What follows belongs to an exercise in optimizing a design on an open flow for small area; a production flow would make more cautious choices.
Only simulation tests tie the RTL to the original design; equivalence was not proved.
Power and IR drop assume default switching activity.

==> flow/design.v (excerpt) <==
module CannyEdge(dAddrRegRow, dAddrRegCol, bWE, bCE, InData, OutData,
	OPMode, bOPEnable, dReadReg, dWriteReg, clk, rst_b);
make LEC_CHECK=0 CAP_MARGIN=20 CORE_MARGIN=2 CORE_UTILIZATION=70 CTS_BUF_LIST=sky130_fd_sc_hd__clkbuf_16 CTS_CLUSTER_DIAMETER=100 CTS_CLUSTER_SIZE=25 GPL_TIMING_DRIVEN=0 PLACE_DENSITY=0.8 SLEW_MARGIN=20 finish   # period 12.0 ns
run.sh (not shown) runs the stock make flow with config.mk's settings and CLKGATE_MAP_FILE= SYNTH_SCRIPT=/design/flow/synth_recipe.tcl, a recipe that flattens the netlist after the stock synthesis.
The first run completed without violations.
Then changed:
CTS_BUF_LIST = sky130_fd_sc_hd__clkbuf_8   (was sky130_fd_sc_hd__clkbuf_16)
CTS_CLUSTER_DIAMETER = 80   (was 100)
CTS_CLUSTER_SIZE = 16   (was 25)
GPL_TIMING_DRIVEN = 1   (was 0)
The new run produced a clean layout.
Sequential power hardly moves.
Final area fell by 1.4%.
Sequential share of layout area rose by 0.74 points.
Total power fell by 3.7%.
Setup slack is better by 0.40 ns.
Die area is unchanged.
Clock skew rose by 0.018 ns.
Then changed:
==> flow/flow/run.sh (new file) <==
#!/bin/bash
# Layout flow: the standard synthesis unchanged, then the standard ORFS
# layout with these changes:
#  - the buffers ABC inserted are removed at floorplan (REMOVE_ABC_BUFFERS);
#    placement repair adds back any that slew, capacitance or timing need;
#  - every input and output port still gets a buffer, but a buf_1 instead of
#    the default clkdlybuf4s50_1;
#  - clock tree: no dummy loads;
#  - before global routing, cells on paths with slack are downsized and the
#    slew and capacitance repair is run again (flow/pre_grt.tcl).
set -euo pipefail
here=$(pwd)
bash standard.sh synth > synth.log 2>&1
bash standard.sh REMOVE_ABC_BUFFERS=1 \
  "BUFFER_PORTS_ARGS=-buffer_cell sky130_fd_sc_hd__buf_1" \
  "CTS_ARGS=-sink_clustering_enable -repair_clock_nets -sink_clustering_size 16 -sink_clustering_max_diameter 80 -buf_list sky130_fd_sc_hd__clkbuf_8 -dont_use_dummy_load" \
  "PRE_GLOBAL_ROUTE_TCL=$here/flow/pre_grt.tcl" \
  finish > layout.log 2>&1
==> flow/flow/pre_grt.tcl (new file) <==
# Before global routing: downsize cells on paths with slack, then repair
# any slew or capacitance that the downsizing broke, and legalize.
puts "pre_grt hook: power recovery"
estimate_parasitics -placement
report_wns
repair_timing -recover_power 100 -verbose
repair_design -slew_margin $::env(SLEW_MARGIN) -cap_margin $::env(CAP_MARGIN) -verbose
set_placement_padding -global \
  -left $::env(CELL_PAD_IN_SITES_DETAIL_PLACEMENT) \
  -right $::env(CELL_PAD_IN_SITES_DETAIL_PLACEMENT)
detailed_placement
check_placement -verbose
estimate_parasitics -placement
report_wns
==> flow/standard.sh (new file) <==
#!/bin/bash
# synth_recipe.tcl (not shown) runs the flow's synth.tcl, then flattens the netlist and writes it again
# the make line also repeats each setting of config.mk as NAME=value (left out here)
make -C /OpenROAD-flow-scripts/flow DESIGN_CONFIG=/design/flow/config.mk WORK_HOME=/design/flow/orfs CLKGATE_MAP_FILE= SYNTH_SCRIPT=/design/flow/synth_recipe.tcl "${@:-finish}"
GPL_TIMING_DRIVEN = 0   (was 1)
removed: flow/run.sh
What happened: Combinational power decreases by 10%; non-clock buffer count decreases by 14; clock skew decreases by 0.0099 ns; via count decreases by 5.8%; setup slack is worse by 1.2 ns; clock power decreases by 7.6%.
Then changed:
--- a/flow/flow/run.sh
+++ b/flow/flow/run.sh
@@ -7,12 +7,11 @@
 #    the default clkdlybuf4s50_1;
 #  - clock tree: no dummy loads;
-#  - before global routing, cells on paths with slack are downsized and the
-#    slew and capacitance repair is run again (flow/pre_grt.tcl).
+#  - after global routing, cells on paths with slack are downsized
+#    (RECOVER_POWER).
 set -euo pipefail
-here=$(pwd)
 bash standard.sh synth > synth.log 2>&1
 bash standard.sh REMOVE_ABC_BUFFERS=1 \
   "BUFFER_PORTS_ARGS=-buffer_cell sky130_fd_sc_hd__buf_1" \
   "CTS_ARGS=-sink_clustering_enable -repair_clock_nets -sink_clustering_size 16 -sink_clustering_max_diameter 80 -buf_list sky130_fd_sc_hd__clkbuf_8 -dont_use_dummy_load" \
-  "PRE_GLOBAL_ROUTE_TCL=$here/flow/pre_grt.tcl" \
+  RECOVER_POWER=100 \
   finish > layout.log 2>&1
removed: flow/flow/pre_grt.tcl
Effect: The changed run completed and failed the layout checks on max-capacitance violations, max-slew violations; design area decreases by 0.72%; worst hold slack barely changes; die area does not change; maximum frequency barely changes; wire length barely changes.
Then changed:
--- a/flow/flow/run.sh
+++ b/flow/flow/run.sh
@@ -7,11 +7,12 @@
 #    the default clkdlybuf4s50_1;
 #  - clock tree: no dummy loads;
-#  - after global routing, cells on paths with slack are downsized
-#    (RECOVER_POWER).
+#  - before global routing, cells on paths with slack are downsized and the
+#    slew and capacitance repair is run again (flow/pre_grt.tcl).
 set -euo pipefail
+here=$(pwd)
 bash standard.sh synth > synth.log 2>&1
 bash standard.sh REMOVE_ABC_BUFFERS=1 \
   "BUFFER_PORTS_ARGS=-buffer_cell sky130_fd_sc_hd__buf_1" \
   "CTS_ARGS=-sink_clustering_enable -repair_clock_nets -sink_clustering_size 16 -sink_clustering_max_diameter 80 -buf_list sky130_fd_sc_hd__clkbuf_8 -dont_use_dummy_load" \
-  RECOVER_POWER=100 \
+  "PRE_GLOBAL_ROUTE_TCL=$here/flow/pre_grt.tcl" \
   finish > layout.log 2>&1
==> flow/flow/pre_grt.tcl (new file) <==
# Before global routing: downsize cells on paths with slack, then repair
# any slew or capacitance that the downsizing broke, and legalize.
puts "pre_grt hook: power recovery"
set_dont_use $::env(DONT_USE_CELLS)
estimate_parasitics -placement
report_wns
repair_timing -recover_power 100 -verbose
repair_design -slew_margin $::env(SLEW_MARGIN) -cap_margin $::env(CAP_MARGIN) -verbose
set_placement_padding -global \
  -left $::env(CELL_PAD_IN_SITES_DETAIL_PLACEMENT) \
  -right $::env(CELL_PAD_IN_SITES_DETAIL_PLACEMENT)
detailed_placement
check_placement -verbose
estimate_parasitics -placement
report_wns
ABC_AREA = 1   (was unset)
What happened:
- The new run went through all stages and came out clean
- count of clock-buffer cells in the layout does not change
- global-route usage decreases by 2.3 points
- setup slack improves by 0.13 ns
- via count increases by 4.1%
Then changed:
==> flow/run.sh (new file) <==
#!/bin/bash
# synth_recipe.tcl (not shown) runs the flow's synth.tcl, then flattens the netlist and writes it again
# the make line also repeats each setting of config.mk as NAME=value (left out here)
make -C /OpenROAD-flow-scripts/flow DESIGN_CONFIG=/design/flow/config.mk WORK_HOME=/design/flow/orfs CLKGATE_MAP_FILE= SYNTH_SCRIPT=/design/flow/synth_recipe.tcl finish
ABC_AREA = unset   (was 1)
removed: flow/flow/run.sh
removed: flow/flow/pre_grt.tcl
removed: flow/standard.sh
Utilization goes up by 2.4 points. Setup slack gets better by 0.75 ns. Worst hold slack stays flat. Via count goes up by 1.1%.

Starting RTL as in the previous note.
export LEC_CHECK = 0
export CAP_MARGIN = 20
export CORE_MARGIN = 2
export CORE_UTILIZATION = 70
export CTS_BUF_LIST = sky130_fd_sc_hd__clkbuf_8
export CTS_CLUSTER_DIAMETER = 80
export CTS_CLUSTER_SIZE = 16
export GPL_TIMING_DRIVEN = 0
export PLACE_DENSITY = 0.8
export SLEW_MARGIN = 20
create_clock -name core_clock -period 12.0 [get_ports {clk}]
standard.sh (not shown) runs the stock make flow with config.mk's settings and CLKGATE_MAP_FILE= SYNTH_SCRIPT=/design/flow/synth_recipe.tcl, a recipe that flattens the netlist after the stock synthesis.
==> flow/flow/run.sh <==
#!/bin/bash
# Layout flow: the standard synthesis unchanged, then the standard ORFS
# layout with these changes:
#  - the buffers ABC inserted are removed at floorplan (REMOVE_ABC_BUFFERS);
#    placement repair adds back any that slew, capacitance or timing need;
#  - every input and output port still gets a buffer, but a buf_1 instead of
#    the default clkdlybuf4s50_1;
#  - clock tree: no dummy loads;
#  - before global routing, cells on paths with slack are downsized and the
#    slew and capacitance repair is run again (flow/pre_grt.tcl).
set -euo pipefail
here=$(pwd)
bash standard.sh synth > synth.log 2>&1
bash standard.sh REMOVE_ABC_BUFFERS=1 \
  "BUFFER_PORTS_ARGS=-buffer_cell sky130_fd_sc_hd__buf_1" \
  "CTS_ARGS=-sink_clustering_enable -repair_clock_nets -sink_clustering_size 10 -sink_clustering_max_diameter 60 -buf_list sky130_fd_sc_hd__clkbuf_4 -dont_use_dummy_load" \
  "PRE_GLOBAL_ROUTE_TCL=$here/flow/pre_grt.tcl" \
  finish > layout.log 2>&1
==> flow/flow/pre_grt.tcl <==
# Before global routing: downsize cells on paths with slack, then repair
# any slew or capacitance that the downsizing broke, and legalize.
puts "pre_grt hook: power recovery"
estimate_parasitics -placement
report_wns
repair_timing -recover_power 100 -verbose
repair_design -slew_margin $::env(SLEW_MARGIN) -cap_margin $::env(CAP_MARGIN) -verbose
set_placement_padding -global \
  -left $::env(CELL_PAD_IN_SITES_DETAIL_PLACEMENT) \
  -right $::env(CELL_PAD_IN_SITES_DETAIL_PLACEMENT)
detailed_placement
check_placement -verbose
estimate_parasitics -placement
report_wns
The first run completed with no timing, DRC or antenna violations.
==> next run, changes <==
==> flow/run.sh (new file) <==
#!/bin/bash
# synth_recipe.tcl (not shown) runs the flow's synth.tcl, then flattens the netlist and writes it again
# the make line also repeats each setting of config.mk as NAME=value (left out here)
make -C /OpenROAD-flow-scripts/flow DESIGN_CONFIG=/design/flow/config.mk WORK_HOME=/design/flow/orfs CLKGATE_MAP_FILE= SYNTH_SCRIPT=/design/flow/synth_recipe.tcl finish
ABC_AREA = 1   (was unset)
CORE_UTILIZATION = 60   (was 70)
CTS_BUF_LIST = sky130_fd_sc_hd__clkbuf_4   (was sky130_fd_sc_hd__clkbuf_8)
CTS_CLUSTER_DIAMETER = unset   (was 80)
CTS_CLUSTER_SIZE = unset   (was 16)
PLACE_DENSITY = 0.75   (was 0.8)
removed: flow/flow/run.sh
removed: flow/flow/pre_grt.tcl
removed: flow/standard.sh
What happened:
- The changed run finished clean
- design area went up by 8.3%
- flip-flop and latch count is unchanged
- critical path depth went up by 15
- sequential share of layout area went down by 4.0 points
- area after synthesis is about the same
- routed wire length went down by 3.4%
- worst setup slack gets better by 2.1 ns
==> next run, changes <==
==> flow/flow/run.sh (new file) <==
#!/bin/bash
# Layout flow: the standard synthesis unchanged, then the standard ORFS
# layout with these changes:
#  - the buffers ABC inserted are removed at floorplan (REMOVE_ABC_BUFFERS);
#    placement repair adds back any that slew, capacitance or timing need;
#  - every input and output port still gets a buffer, but a buf_1 instead of
#    the default clkdlybuf4s50_1;
#  - clock tree: no dummy loads;
#  - before global routing, cells on paths with slack are downsized and the
#    slew and capacitance repair is run again (flow/pre_grt.tcl).
set -euo pipefail
here=$(pwd)
bash standard.sh synth > synth.log 2>&1
bash standard.sh REMOVE_ABC_BUFFERS=1 \
  "BUFFER_PORTS_ARGS=-buffer_cell sky130_fd_sc_hd__buf_1" \
  "CTS_ARGS=-sink_clustering_enable -repair_clock_nets -sink_clustering_size 10 -sink_clustering_max_diameter 60 -buf_list sky130_fd_sc_hd__clkbuf_4 -dont_use_dummy_load" \
  "PRE_GLOBAL_ROUTE_TCL=$here/flow/pre_grt.tcl" \
  finish > layout.log 2>&1
==> flow/flow/pre_grt.tcl (new file) <==
# Before global routing: downsize cells on paths with slack, then repair
# any slew or capacitance that the downsizing broke, and legalize.
puts "pre_grt hook: power recovery"
estimate_parasitics -placement
report_wns
repair_timing -recover_power 100 -verbose
repair_design -slew_margin $::env(SLEW_MARGIN) -cap_margin $::env(CAP_MARGIN) -verbose
set_placement_padding -global \
  -left $::env(CELL_PAD_IN_SITES_DETAIL_PLACEMENT) \
  -right $::env(CELL_PAD_IN_SITES_DETAIL_PLACEMENT)
detailed_placement
check_placement -verbose
estimate_parasitics -placement
report_wns
==> flow/standard.sh (new file) <==
#!/bin/bash
# synth_recipe.tcl (not shown) runs the flow's synth.tcl, then flattens the netlist and writes it again
# the make line also repeats each setting of config.mk as NAME=value (left out here)
make -C /OpenROAD-flow-scripts/flow DESIGN_CONFIG=/design/flow/config.mk WORK_HOME=/design/flow/orfs CLKGATE_MAP_FILE= SYNTH_SCRIPT=/design/flow/synth_recipe.tcl "${@:-finish}"
CORE_UTILIZATION = 70   (was 60)
CTS_BUF_LIST = sky130_fd_sc_hd__clkbuf_8   (was sky130_fd_sc_hd__clkbuf_4)
CTS_CLUSTER_DIAMETER = 80   (was unset)
CTS_CLUSTER_SIZE = 16   (was unset)
PLACE_DENSITY = 0.8   (was 0.75)
removed: flow/run.sh
Setup slack is worse by 2.2 ns.
Wire length decreases by 1.7%.
Non-clock buffer count falls by 11.
Clock power went down by 49%.
==> next run, changes <==
==> flow/flow/run.sh (replaced) <==
#!/bin/bash
# Layout flow: the standard synthesis unchanged, then the standard ORFS
# layout with two changes:
#  - the buffers ABC inserted are removed at floorplan (REMOVE_ABC_BUFFERS);
#    placement repair adds back any that slew, capacitance or timing need;
#  - every input and output port still gets a buffer, but a buf_1 instead of
#    the default clkdlybuf4s50_1.
set -euo pipefail
bash standard.sh synth > synth.log 2>&1
bash standard.sh REMOVE_ABC_BUFFERS=1 "BUFFER_PORTS_ARGS=-buffer_cell sky130_fd_sc_hd__buf_1" finish > layout.log 2>&1
ABC_AREA = unset   (was 1)
removed: flow/flow/pre_grt.tcl
After rerunning: Routed wire length goes up by 5.1%; first-iteration DRC count goes down by 23%; synthesized cell count goes down by 17%; via count goes down by 4.7%; clock skew goes down by 0.037 ns; non-clock buffer count is unchanged.

The RTL this note starts from:
==> flow/design.v <==
`timescale 1ns/10ps
module CannyEdge(dAddrRegRow, dAddrRegCol, bWE, bCE, InData, OutData,
	OPMode, bOPEnable, dReadReg, dWriteReg, clk, rst_b);
	input      [2:0] dAddrRegRow, dAddrRegCol;
	input            bWE, bCE;
	input      [7:0] InData;
	output reg [7:0] OutData;
	input      [2:0] OPMode;
	input            bOPEnable;
	input      [3:0] dReadReg, dWriteReg;
	input            clk, rst_b;
	function [16:0] rca;
		input [15:0] a, b;
		input        ci;
		integer k;
		reg c;
		begin
			c = ci;
			for (k = 0; k < 16; k = k + 1) begin
				rca[k] = a[k] ^ b[k] ^ c;
				c = (a[k] & b[k]) | (c & (a[k] ^ b[k]));
			end
			rca[16] = c;
		end
	endfunction
	function geq;
		input [15:0] a, b;
		integer k;
		reg c;
		begin
			c = 1'b1;
			for (k = 0; k < 16; k = k + 1)
				c = (a[k] & ~b[k]) | (c & (a[k] | ~b[k]));
			geq = c;
		end
	endfunction
	function [9:0] mag;
		input [10:0] v;
		integer k;
		reg o;
		begin
			o = 1'b0;
			for (k = 0; k < 10; k = k + 1) begin
				mag[k] = v[k] ^ (v[10] & o);
				o = o | v[k];
			end
		end
	endfunction
	wire wr    = ~bCE & ~bWE;
	wire rd    = ~bCE &  bWE;
	wire run   =  bCE & ~bOPEnable;
	wire run_g = run & (OPMode == 3'd0);
	wire run_s = run & (OPMode == 3'd1);
	wire run_n = run & (OPMode == 3'd2);
	wire run_h = run & (OPMode == 3'd3);
	wire wr_x  = wr & (dWriteReg == 4'd0);
	wire wr_y  = wr & (dWriteReg == 4'd1);
	wire wr_z  = wr & (dWriteReg == 4'd2);
	reg  [7:0]  X [0:24];
	reg  [24:0] xv;           
	reg  [1:0]  yc;           
	reg  [7:0]  z1;           
	reg  [14:0] accG;         
	reg  [10:0] accX, accY;   
	reg  [7:0]  Out_gf, Out_gradient;
	reg  [1:0]  Out_dir;      
	reg         Out_bThres;
	wire [1:0] p = {yc[1] ^ run_h, yc[0]};
	reg  [7:0] nA, nB;
	reg        zA, zB;
	reg  [1:0] aR, aC, bR, bC;
	always @* begin
		case (p)
			2'd0: begin nA = X[7];  nB = X[5];  zA = z1[4]; zB = z1[3]; aR = 1; aC = 2; bR = 1; bC = 0; end
			2'd1: begin nA = X[2];  nB = X[10]; zA = z1[2]; zB = z1[5]; aR = 0; aC = 2; bR = 2; bC = 0; end
			2'd2: begin nA = X[1];  nB = X[11]; zA = z1[1]; zB = z1[6]; aR = 0; aC = 1; bR = 2; bC = 1; end
			default: begin nA = X[0]; nB = X[12]; zA = z1[0]; zB = z1[7]; aR = 0; aC = 0; bR = 2; bC = 2; end
		endcase
	end
	wire [7:0] cen = X[6];
	wire keep = geq({8'd0, cen}, {8'd0, nA}) & geq({8'd0, cen}, {8'd0, nB});
	wire selA = (nA != 8'd0);
	wire [1:0] nR = keep ? (selA ? aR : bR) : 2'd1;
	wire [1:0] nC = keep ? (selA ? aC : bC) : 2'd1;
	wire [2:0] cr = run_n ? {1'b0, nR} : dAddrRegRow;
	wire [2:0] cc = run_n ? {1'b0, nC} : dAddrRegCol;
	wire [4:0] rs, cs;
	genvar g;
	generate
		for (g = 0; g < 5; g = g + 1) begin : dec
			assign rs[g] = (cr == g);
			assign cs[g] = (cc == g);
		end
	endgenerate
	reg [7:0] ov;
	reg       of;
	integer i, j;
	always @* begin
		ov = 8'd0;
		of = 1'b0;
		for (i = 0; i < 5; i = i + 1)
			for (j = 0; j < 5; j = j + 1) begin
				ov = ov | (X[i*5+j] & {8{rs[i] & cs[j]}});
				of = of | (xv[i*5+j] & rs[i] & cs[j]);
			end
	end
	wire [7:0] old = ov & {8{of}};
	wire [7:0] nv  = InData & {8{~bCE}};    
	wire       chg = wr_x | run_n;
	wire [16:0] dsum = rca({8'd0, nv}, {8'hff, ~old}, 1'b1);
	reg        pc;           
	reg [8:0]  d;            
	reg [1:0]  qgp, qgq;     
	reg [2:0]  qsx, qsy;
	reg [1:0] gp, gq;    
	reg [2:0] sx, sy;    
	always @* begin
		gp = 2'd0; gq = 2'd0; sx = 3'd0; sy = 3'd0;
		case ({cr, cc})
			{3'd0,3'd0}: begin gp = 0; gq = 0; sx = 5; sy = 1; end
			{3'd0,3'd1}: begin gp = 1; gq = 1;         sy = 2; end
			{3'd0,3'd2}: begin gp = 1; gq = 0; sx = 1; sy = 1; end
			{3'd0,3'd3}: begin gp = 1; gq = 1; end
			{3'd0,3'd4}: begin gp = 0; gq = 0; end
			{3'd1,3'd0}: begin gp = 1; gq = 1; sx = 6; end
			{3'd1,3'd1}: begin gp = 2; gq = 1; end
			{3'd1,3'd2}: begin gp = 2; gq = 2; sx = 2; end
			{3'd1,3'd3}: begin gp = 2; gq = 1; end
			{3'd1,3'd4}: begin gp = 1; gq = 1; end
			{3'd2,3'd0}: begin gp = 1; gq = 0; sx = 5; sy = 5; end
			{3'd2,3'd1}: begin gp = 2; gq = 2;         sy = 6; end
			{3'd2,3'd2}: begin gp = 3; gq = 0; sx = 1; sy = 5; end
			{3'd2,3'd3}: begin gp = 2; gq = 2; end
			{3'd2,3'd4}: begin gp = 1; gq = 0; end
			{3'd3,3'd0}: begin gp = 1; gq = 1; end
			{3'd3,3'd1}: begin gp = 2; gq = 1; end
			{3'd3,3'd2}: begin gp = 2; gq = 2; end
			{3'd3,3'd3}: begin gp = 2; gq = 1; end
			{3'd3,3'd4}: begin gp = 1; gq = 1; end
			{3'd4,3'd0}: begin gp = 0; gq = 0; end
			{3'd4,3'd1}: begin gp = 1; gq = 1; end
			{3'd4,3'd2}: begin gp = 1; gq = 0; end
			{3'd4,3'd3}: begin gp = 1; gq = 1; end
			{3'd4,3'd4}: begin gp = 0; gq = 0; end
			default: ;
		endcase
	end
	wire [14:0] de = {{6{d[8]}}, d};
	wire [14:0] gP = ~pc ? 15'd0 :
	                 (qgp == 2'd0) ? de :
	                 (qgp == 2'd1) ? {de[12:0], 2'b0} :
	                 (qgp == 2'd2) ? {de[11:0], 3'b0} : {de[10:0], 4'b0};
	wire        gN = pc & (qgq == 2'd1);
	wire [14:0] gQ = ((~pc || qgq == 2'd0) ? 15'd0 : (qgq == 2'd1) ? de : {de[13:0], 1'b0}) ^ {15{gN}};
	wire [14:0] gs = accG ^ gP ^ gQ;
	wire [14:0] gc = (accG & gP) | (accG & gQ) | (gP & gQ);
	wire [16:0] gS = rca({1'b0, gs}, {gc, 1'b0}, gN);
	wire [10:0] d11 = {{2{d[8]}}, d};
	wire        nX = pc & qsx[2];
	wire        nY = pc & qsy[2];
	wire [10:0] tX = ((~pc || qsx[1:0] == 2'd0) ? 11'd0 : (qsx[1:0] == 2'd1) ? d11 : {d11[9:0], 1'b0}) ^ {11{nX}};
	wire [10:0] tY = ((~pc || qsy[1:0] == 2'd0) ? 11'd0 : (qsy[1:0] == 2'd1) ? d11 : {d11[9:0], 1'b0}) ^ {11{nY}};
	wire [16:0] xS = rca({5'd0, accX}, {5'd0, tX}, nX);
	wire [16:0] yS = rca({5'd0, accY}, {5'd0, tY}, nY);
	wire        sgx = accX[10], sgy = accY[10];
	wire [9:0]  ax = mag(accX), ay = mag(accY);
	wire [16:0] gsum = rca({6'd0, ax}, {6'd0, ay}, 1'b0);
	wire [16:0] ws = rca({4'd0, 1'b0, ay, 1'b0}, {4'd0, ~{2'b0, ax}}, 1'b0);
	wire        c1 = ws[11];
	wire        c2 = ~geq({6'd0, ws[11:2]}, {6'd0, ax});
	wire [1:0]  dir = c1 ? 2'd0 : c2 ? ((sgx == sgy) ? 2'd1 : 2'd3) : 2'd2;
	wire bth = (cen >= 8'd15) ||
	           ((cen > 8'd10) && ((nA >= 8'd15) || (nB >= 8'd15) || zA || zB));
	always @(posedge clk or negedge rst_b) begin
		if (!rst_b) begin
			xv   <= 25'd0;
			pc   <= 1'b0;
			accG <= 15'd0;
			accX <= 11'd0;
			accY <= 11'd0;
		end else begin
			for (i = 0; i < 5; i = i + 1)
				for (j = 0; j < 5; j = j + 1)
					if (chg & rs[i] & cs[j]) xv[i*5+j] <= 1'b1;
			pc   <= chg;
			accG <= gS[14:0];
			accX <= xS[10:0];
			accY <= yS[10:0];
		end
	end
	always @(posedge clk) begin
		d   <= dsum[8:0];
		qgp <= gp;
		qgq <= gq;
		qsx <= sx;
		qsy <= sy;
		for (i = 0; i < 5; i = i + 1)
			for (j = 0; j < 5; j = j + 1)
				if (chg & rs[i] & cs[j]) X[i*5+j] <= nv;
		if (wr_y && dAddrRegRow == 3'd1 && dAddrRegCol == 3'd1)
			yc <= (InData == 8'd0)  ? 2'd0 :
			      (InData == 8'd45) ? 2'd1 :
			      (InData == 8'd90) ? 2'd2 : 2'd3;
		if (wr_z)
			case ({dAddrRegRow, dAddrRegCol})
				{3'd0,3'd0}: z1[0] <= (InData == 8'd1);
				{3'd0,3'd1}: z1[1] <= (InData == 8'd1);
				{3'd0,3'd2}: z1[2] <= (InData == 8'd1);
				{3'd1,3'd0}: z1[3] <= (InData == 8'd1);
				{3'd1,3'd2}: z1[4] <= (InData == 8'd1);
				{3'd2,3'd0}: z1[5] <= (InData == 8'd1);
				{3'd2,3'd1}: z1[6] <= (InData == 8'd1);
				{3'd2,3'd2}: z1[7] <= (InData == 8'd1);
				default: ;
			endcase
		if (run_g) Out_gf <= accG[14:7];
		if (run_s) begin
			Out_gradient <= gsum[10:3];
			Out_dir <= dir;
		end
		if (run_h) Out_bThres <= bth;
		if (rd)
			case (dReadReg)
				4'd0: OutData <= Out_gf;
				4'd1: OutData <= Out_gradient;
				4'd2: OutData <= (Out_dir == 2'd0) ? 8'd0 :
				                 (Out_dir == 2'd1) ? 8'd45 :
				                 (Out_dir == 2'd2) ? 8'd90 : 8'd135;
				4'd3: OutData <= ov;
				4'd4: OutData <= {7'd0, Out_bThres};
				default: ;
			endcase
	end
endmodule
==> flow/config.mk <==
export PLATFORM = sky130hd
export DESIGN_NAME = CannyEdge
export DESIGN_NICKNAME = CannyEdge
export VERILOG_FILES = /design/flow/design.v
export SDC_FILE = /design/flow/constraint.sdc
export NUM_CORES = 4
export LEC_CHECK = 0
export CAP_MARGIN = 20
export CORE_MARGIN = 2
export CORE_UTILIZATION = 60
export CTS_BUF_LIST = sky130_fd_sc_hd__clkbuf_8
export CTS_CLUSTER_SIZE = 20
export GPL_TIMING_DRIVEN = 0
export PLACE_DENSITY = 0.75
export SLEW_MARGIN = 20
==> flow/constraint.sdc <==
create_clock -name core_clock -period 12.0 [get_ports {clk}]
set_input_delay 2.4000 -clock core_clock [delete_from_list [all_inputs] [get_ports {clk}]]
set_output_delay 2.4000 -clock core_clock [all_outputs]
set_load 0.01 [all_outputs]
run.sh (not shown) runs the stock make flow with config.mk's settings and CLKGATE_MAP_FILE= SYNTH_SCRIPT=/design/flow/synth_recipe.tcl, a recipe that flattens the netlist after the stock synthesis.
Stock flow here: none of the scripts above is used.
==> next run, changes <==
==> flow/flow/run.sh (new file) <==
#!/bin/bash
# Layout flow: the standard synthesis unchanged, then the standard ORFS
# layout with these changes:
#  - the buffers ABC inserted are removed at floorplan (REMOVE_ABC_BUFFERS);
#    placement repair adds back any that slew, capacitance or timing need;
#  - every input and output port still gets a buffer, but a buf_1 instead of
#    the default clkdlybuf4s50_1;
#  - clock tree: no dummy loads;
#  - before global routing, cells on paths with slack are downsized and the
#    slew and capacitance repair is run again (flow/pre_grt.tcl).
set -euo pipefail
here=$(pwd)
bash standard.sh synth > synth.log 2>&1
bash standard.sh REMOVE_ABC_BUFFERS=1 \
  "BUFFER_PORTS_ARGS=-buffer_cell sky130_fd_sc_hd__buf_1" \
  "CTS_ARGS=-sink_clustering_enable -repair_clock_nets -sink_clustering_size 16 -sink_clustering_max_diameter 80 -buf_list sky130_fd_sc_hd__clkbuf_8 -dont_use_dummy_load" \
  "PRE_GLOBAL_ROUTE_TCL=$here/flow/pre_grt.tcl" \
  finish > layout.log 2>&1
==> flow/flow/pre_grt.tcl (new file) <==
# Before global routing: downsize cells on paths with slack, then repair
# any slew or capacitance that the downsizing broke, and legalize.
puts "pre_grt hook: power recovery"
estimate_parasitics -placement
report_wns
repair_timing -recover_power 100 -verbose
repair_design -slew_margin $::env(SLEW_MARGIN) -cap_margin $::env(CAP_MARGIN) -verbose
set_placement_padding -global \
  -left $::env(CELL_PAD_IN_SITES_DETAIL_PLACEMENT) \
  -right $::env(CELL_PAD_IN_SITES_DETAIL_PLACEMENT)
detailed_placement
check_placement -verbose
estimate_parasitics -placement
report_wns
==> flow/standard.sh (new file) <==
#!/bin/bash
# synth_recipe.tcl (not shown) runs the flow's synth.tcl, then flattens the netlist and writes it again
# the make line also repeats each setting of config.mk as NAME=value (left out here)
make -C /OpenROAD-flow-scripts/flow DESIGN_CONFIG=/design/flow/config.mk WORK_HOME=/design/flow/orfs CLKGATE_MAP_FILE= SYNTH_SCRIPT=/design/flow/synth_recipe.tcl "${@:-finish}"
--- a/flow/config.mk
+++ b/flow/config.mk
@@ -6,10 +6,12 @@
 export NUM_CORES = 4
 export LEC_CHECK = 0
+export ABC_AREA = 1
 export CAP_MARGIN = 20
 export CORE_MARGIN = 2
-export CORE_UTILIZATION = 60
+export CORE_UTILIZATION = 70
 export CTS_BUF_LIST = sky130_fd_sc_hd__clkbuf_8
-export CTS_CLUSTER_SIZE = 20
+export CTS_CLUSTER_DIAMETER = 80
+export CTS_CLUSTER_SIZE = 16
 export GPL_TIMING_DRIVEN = 0
-export PLACE_DENSITY = 0.75
+export PLACE_DENSITY = 0.8
 export SLEW_MARGIN = 20
removed: flow/run.sh
Outcome: The new run ran to the end with no violations; critical path depth increases by 16; die area decreases by about 14%; clock power decreases by about 47%; first-iteration DRC count decreases by about 4.5%; total power decreases by 1.3%.

[what the ideal ports hide]
Ports are ideal in the flow. The routed layouts listed here were re-timed in OpenROAD. Step 1 sets driving cells, clkbuf_16 on the clock port and buf_2 on the other inputs (assumed; they add their load-dependent delay and slew). Step 2 adds t to the input delays and takes it off the output delays; t is the mean of the earliest and latest rising clock arrival at the registers after step 1. Input paths then give back, and output paths get back, about the clock's delay inside the block. Three values: ideal ports, drivers, drivers and shift; two values: the first two.
| run | t, ns | setup WS [ns] | hold WS [ns] | worst slew at a driven data input, ns | pins driven straight from the clock port |
|---|---|---|---|---|---|
| the first run of note 1 | 0.568 | 1.294 / 1.320 / 0.752 | 0.468 / 0.468 / 0.468 | 0.07 | 1 |
| the second run of note 1 | 0.638 | 1.697 / 1.720 / 1.082 | 0.456 / 0.456 / 0.456 | 0.04 | 1 |
| the third run of note 1 | 0.609 | 0.516 / 0.540 / -0.069 | 0.456 / 0.456 / 0.456 | 0.04 | 1 |
| the fourth run of note 1 | 0.613 | 0.510 / 0.536 / -0.078 | 0.456 / 0.456 / 0.456 | 0.04 | 1 |
| the fifth run of note 1 | 0.615 | 0.641 / 0.655 / 0.041 | 0.464 / 0.464 / 0.464 | 0.05 | 1 |
| the sixth run of note 1 | 0.637 | 1.388 / 1.407 / 0.770 | 0.466 / 0.466 / 0.466 | 0.06 | 1 |
| the first run of note 2 | 0.691 | 0.644 / 0.666 / -0.025 | 0.460 / 0.460 / 0.460 | 0.04 | 1 |
| the second run of note 2 | 0.764 | 2.784 / 2.771 / 2.007 | 0.450 / 0.450 / 0.450 | 0.06 | 1 |
| the third run of note 2 | 0.702 | 0.616 / 0.633 / -0.068 | 0.459 / 0.459 / 0.459 | 0.05 | 1 |
| the fourth run of note 2 | 0.619 | 0.521 / 0.544 / -0.075 | 0.457 / 0.457 / 0.457 | 0.04 | 1 |
| the first run of note 3 | 0.640 | 1.504 / 1.525 / 0.885 | 0.468 / 0.468 / 0.468 | 0.07 | 1 |
| the second run of note 3 | 0.615 | 0.641 / 0.655 / 0.041 | 0.464 / 0.464 / 0.464 | 0.05 | 1 |
For the second run of note 2, which loses most, drivers alone change the setup slack by -0.013 ns; drivers and shift together by -0.777 ns.
